What follows belongs to an exercise in optimizing a design on an open flow for small area; a production flow would make more cautious choices.
Power is estimated from default activity; no workload was simulated.

// pid_bank
module pid_bank (
	input          clk,
	input          rst,
	input          sample,
	input  [7:0]   ch_reset,
	input  [7:0]   k1,
	input  [7:0]   k2,
	input  [7:0]   k3,
	input  [255:0] e_in,
	output [255:0] u_out
);
Size in the first run: ~3,000 cells after synthesis, about 1,100 flip-flops, about 550 I/O pins, roughly 0.034 sq mm of cells after synthesis.
clock: 20.0 ns
lec_check: 0
cap_margin: 20
core_margin: 2
core_utilization: 40
slew_margin: 20
standard.sh (not shown) runs the stock make flow with config.mk's settings and CLKGATE_MAP_FILE= SYNTH_SCRIPT=/design/flow/synth_recipe.tcl, a recipe that flattens the netlist after the stock synthesis.
==> flow/flow/run.sh <==
#!/bin/bash
# Layout flow: the standard flow (standard.sh) with two changes:
#  - the ports are buffered with sky130_fd_sc_hd__buf_1 (buffer_ports
#    -buffer_cell) instead of the cell buffer_ports picks by itself; every
#    port still gets its own buffer;
#  - clock tree synthesis clusters up to 25 registers per leaf buffer.
# The full output of the flow goes to standard.log here.
set -euo pipefail
export BUFFER_PORTS_ARGS="-buffer_cell sky130_fd_sc_hd__buf_1"
export CTS_ARGS="-sink_clustering_enable -repair_clock_nets -buf_list sky130_fd_sc_hd__clkbuf_16 -sink_clustering_size 25 -sink_clustering_max_diameter 80 -sink_buffer_max_cap_derate 1.0"
bash standard.sh > standard.log 2>&1
Then changed:
==> flow/run.sh (new file) <==
#!/bin/bash
# synth_recipe.tcl (not shown) runs the flow's synth.tcl, then flattens the netlist and writes it again
# the make line also repeats each setting of config.mk as NAME=value (left out here)
make -C /OpenROAD-flow-scripts/flow DESIGN_CONFIG=/design/flow/config.mk WORK_HOME=/design/flow/orfs CLKGATE_MAP_FILE= SYNTH_SCRIPT=/design/flow/synth_recipe.tcl finish
--- a/flow/config.mk
+++ b/flow/config.mk
@@ -10,2 +10,4 @@
 export CORE_UTILIZATION = 40
+export CTS_BUF_LIST = sky130_fd_sc_hd__clkbuf_8
+export CTS_CLUSTER_SIZE = 30
 export SLEW_MARGIN = 20
removed: flow/flow/run.sh
removed: flow/standard.sh
The changed run finished with timing, DRC and antenna clean.
Sequential power is about the same.
Die area stays the same.
Final area went up by roughly a tenth.
Area after synthesis is unchanged.
Critical path depth went down by 2.
Sequential cell count is unchanged.
Routed wire length went up by a little under a tenth.
Then changed:
==> flow/flow/run.sh (new file) <==
#!/bin/bash
# Layout flow: the standard flow (standard.sh) with two changes:
#  - the ports are buffered with sky130_fd_sc_hd__buf_1 (buffer_ports
#    -buffer_cell) instead of the cell buffer_ports picks by itself; every
#    port still gets its own buffer;
#  - clock tree synthesis clusters up to 30 registers per leaf buffer.
# The full output of the flow goes to standard.log here.
set -euo pipefail
export BUFFER_PORTS_ARGS="-buffer_cell sky130_fd_sc_hd__buf_1"
export CTS_ARGS="-sink_clustering_enable -repair_clock_nets -buf_list sky130_fd_sc_hd__clkbuf_16 -sink_clustering_size 30 -sink_clustering_max_diameter 60 -sink_buffer_max_cap_derate 1.0"
bash standard.sh > standard.log 2>&1
==> flow/standard.sh (new file) <==
#!/bin/bash
# synth_recipe.tcl (not shown) runs the flow's synth.tcl, then flattens the netlist and writes it again
# the make line also repeats each setting of config.mk as NAME=value (left out here)
make -C /OpenROAD-flow-scripts/flow DESIGN_CONFIG=/design/flow/config.mk WORK_HOME=/design/flow/orfs CLKGATE_MAP_FILE= SYNTH_SCRIPT=/design/flow/synth_recipe.tcl "${@:-finish}"
--- a/flow/config.mk
+++ b/flow/config.mk
@@ -10,4 +10,2 @@
 export CORE_UTILIZATION = 40
-export CTS_BUF_LIST = sky130_fd_sc_hd__clkbuf_8
-export CTS_CLUSTER_SIZE = 30
 export SLEW_MARGIN = 20
removed: flow/run.sh
The new run finished with timing, DRC and antenna clean.
Cell count shrinks by 3.6%.
Power shrinks by 5.7%.
First-iteration DRC count grows by about 1.5%.
Via count shrinks by 2.3%.
Die area does not change.
Global-route usage shrinks by 1.3 points.
Count of clock-buffer cells in the layout shrinks by 135.
Setup slack gets worse by 610 ps.
Sequential power is about the same.
Synthesized area does not change.
Sequential share of layout area grows by 5.4 points.
Then changed:
==> flow/run.sh (new file) <==
#!/bin/bash
# synth_recipe.tcl (not shown) runs the flow's synth.tcl, then flattens the netlist and writes it again
# the make line also repeats each setting of config.mk as NAME=value (left out here)
make -C /OpenROAD-flow-scripts/flow DESIGN_CONFIG=/design/flow/config.mk WORK_HOME=/design/flow/orfs CLKGATE_MAP_FILE= SYNTH_SCRIPT=/design/flow/synth_recipe.tcl finish
--- a/flow/config.mk
+++ b/flow/config.mk
@@ -10,2 +10,4 @@
 export CORE_UTILIZATION = 40
+export CTS_BUF_LIST = sky130_fd_sc_hd__clkbuf_4
+export CTS_CLUSTER_SIZE = 20
 export SLEW_MARGIN = 20
removed: flow/flow/run.sh
removed: flow/standard.sh
First-iteration DRC count drops by a few percent; worst hold slack gets worse by 62 ps; wire length climbs by a little under a tenth; die area does not change; via count climbs by a few percent; non-clock buffer count drops by 3; global-route usage climbs by 1.4 points.
Then changed:
==> flow/flow/run.sh (new file) <==
#!/bin/bash
# Layout flow: the standard flow (standard.sh) with one change: the
# ports are buffered with sky130_fd_sc_hd__buf_1 (buffer_ports -buffer_cell)
# instead of the cell buffer_ports picks by itself. Every port still gets its
# own buffer. The full output of the flow goes to standard.log here.
set -euo pipefail
export BUFFER_PORTS_ARGS="-buffer_cell sky130_fd_sc_hd__buf_1"
bash standard.sh > standard.log 2>&1
==> flow/standard.sh (new file) <==
#!/bin/bash
# synth_recipe.tcl (not shown) runs the flow's synth.tcl, then flattens the netlist and writes it again
# the make line also repeats each setting of config.mk as NAME=value (left out here)
make -C /OpenROAD-flow-scripts/flow DESIGN_CONFIG=/design/flow/config.mk WORK_HOME=/design/flow/orfs CLKGATE_MAP_FILE= SYNTH_SCRIPT=/design/flow/synth_recipe.tcl "${@:-finish}"
--- a/flow/config.mk
+++ b/flow/config.mk
@@ -10,4 +10,2 @@
 export CORE_UTILIZATION = 40
-export CTS_BUF_LIST = sky130_fd_sc_hd__clkbuf_4
-export CTS_CLUSTER_SIZE = 20
 export SLEW_MARGIN = 20
removed: flow/run.sh
What happened: The changed run ran to the end with no violations. Hold slack is better by 57 ps. Critical path depth came out higher by 2. Clock power increases by 13%. First-iteration DRC count goes up by 9.8%. Via count came out lower by 4.0%. Synthesized area is unchanged. Setup slack is worse by 870 ps. Cell count came out lower by 5.6%. Die area stays the same. Clock-buffer cell count is lower by 293.
No run of this note included a check of the RTL's function; only the layout flow was run.

[what the ideal ports hide]
No port has a modelled driver above. Below, the same layouts with a new extraction and two added sets of constraints. Step 1 (the two cells are an assumption about what drives the block):
set clk [get_ports {clk}]
set_driving_cell -lib_cell sky130_fd_sc_hd__clkbuf_16 $clk
set_driving_cell -lib_cell sky130_fd_sc_hd__buf_2 [delete_from_list [all_inputs] $clk]
Step 2 times the ports against the registers' clock, not the clock port: input delays grow and output delays shrink by t, the midpoint of the rising clock arrivals with the driver on. a / b / c = no drivers / after step 1 / after step 2; a / b = the first two.
run | shift t [ns] | setup WS [ns] | worst setup path at the end
the first run | 0.684 | 11.941 / 11.981 / 11.296 | input to register
the second run | 0.853 | 12.439 / 12.478 / 11.625 | input to register
the third run | 0.692 | 11.834 / 11.875 / 11.184 | input to register
the fourth run | 1.107 | 12.760 / 12.796 / 11.690 | input to register
the fifth run | 0.712 | 11.888 / 11.928 / 11.217 | input to register
After both steps setup and hold are still met in every run listed. The setup slack of the fourth run, which loses most, moves by +0.036 ns with the drivers and by -1.070 ns with both steps.
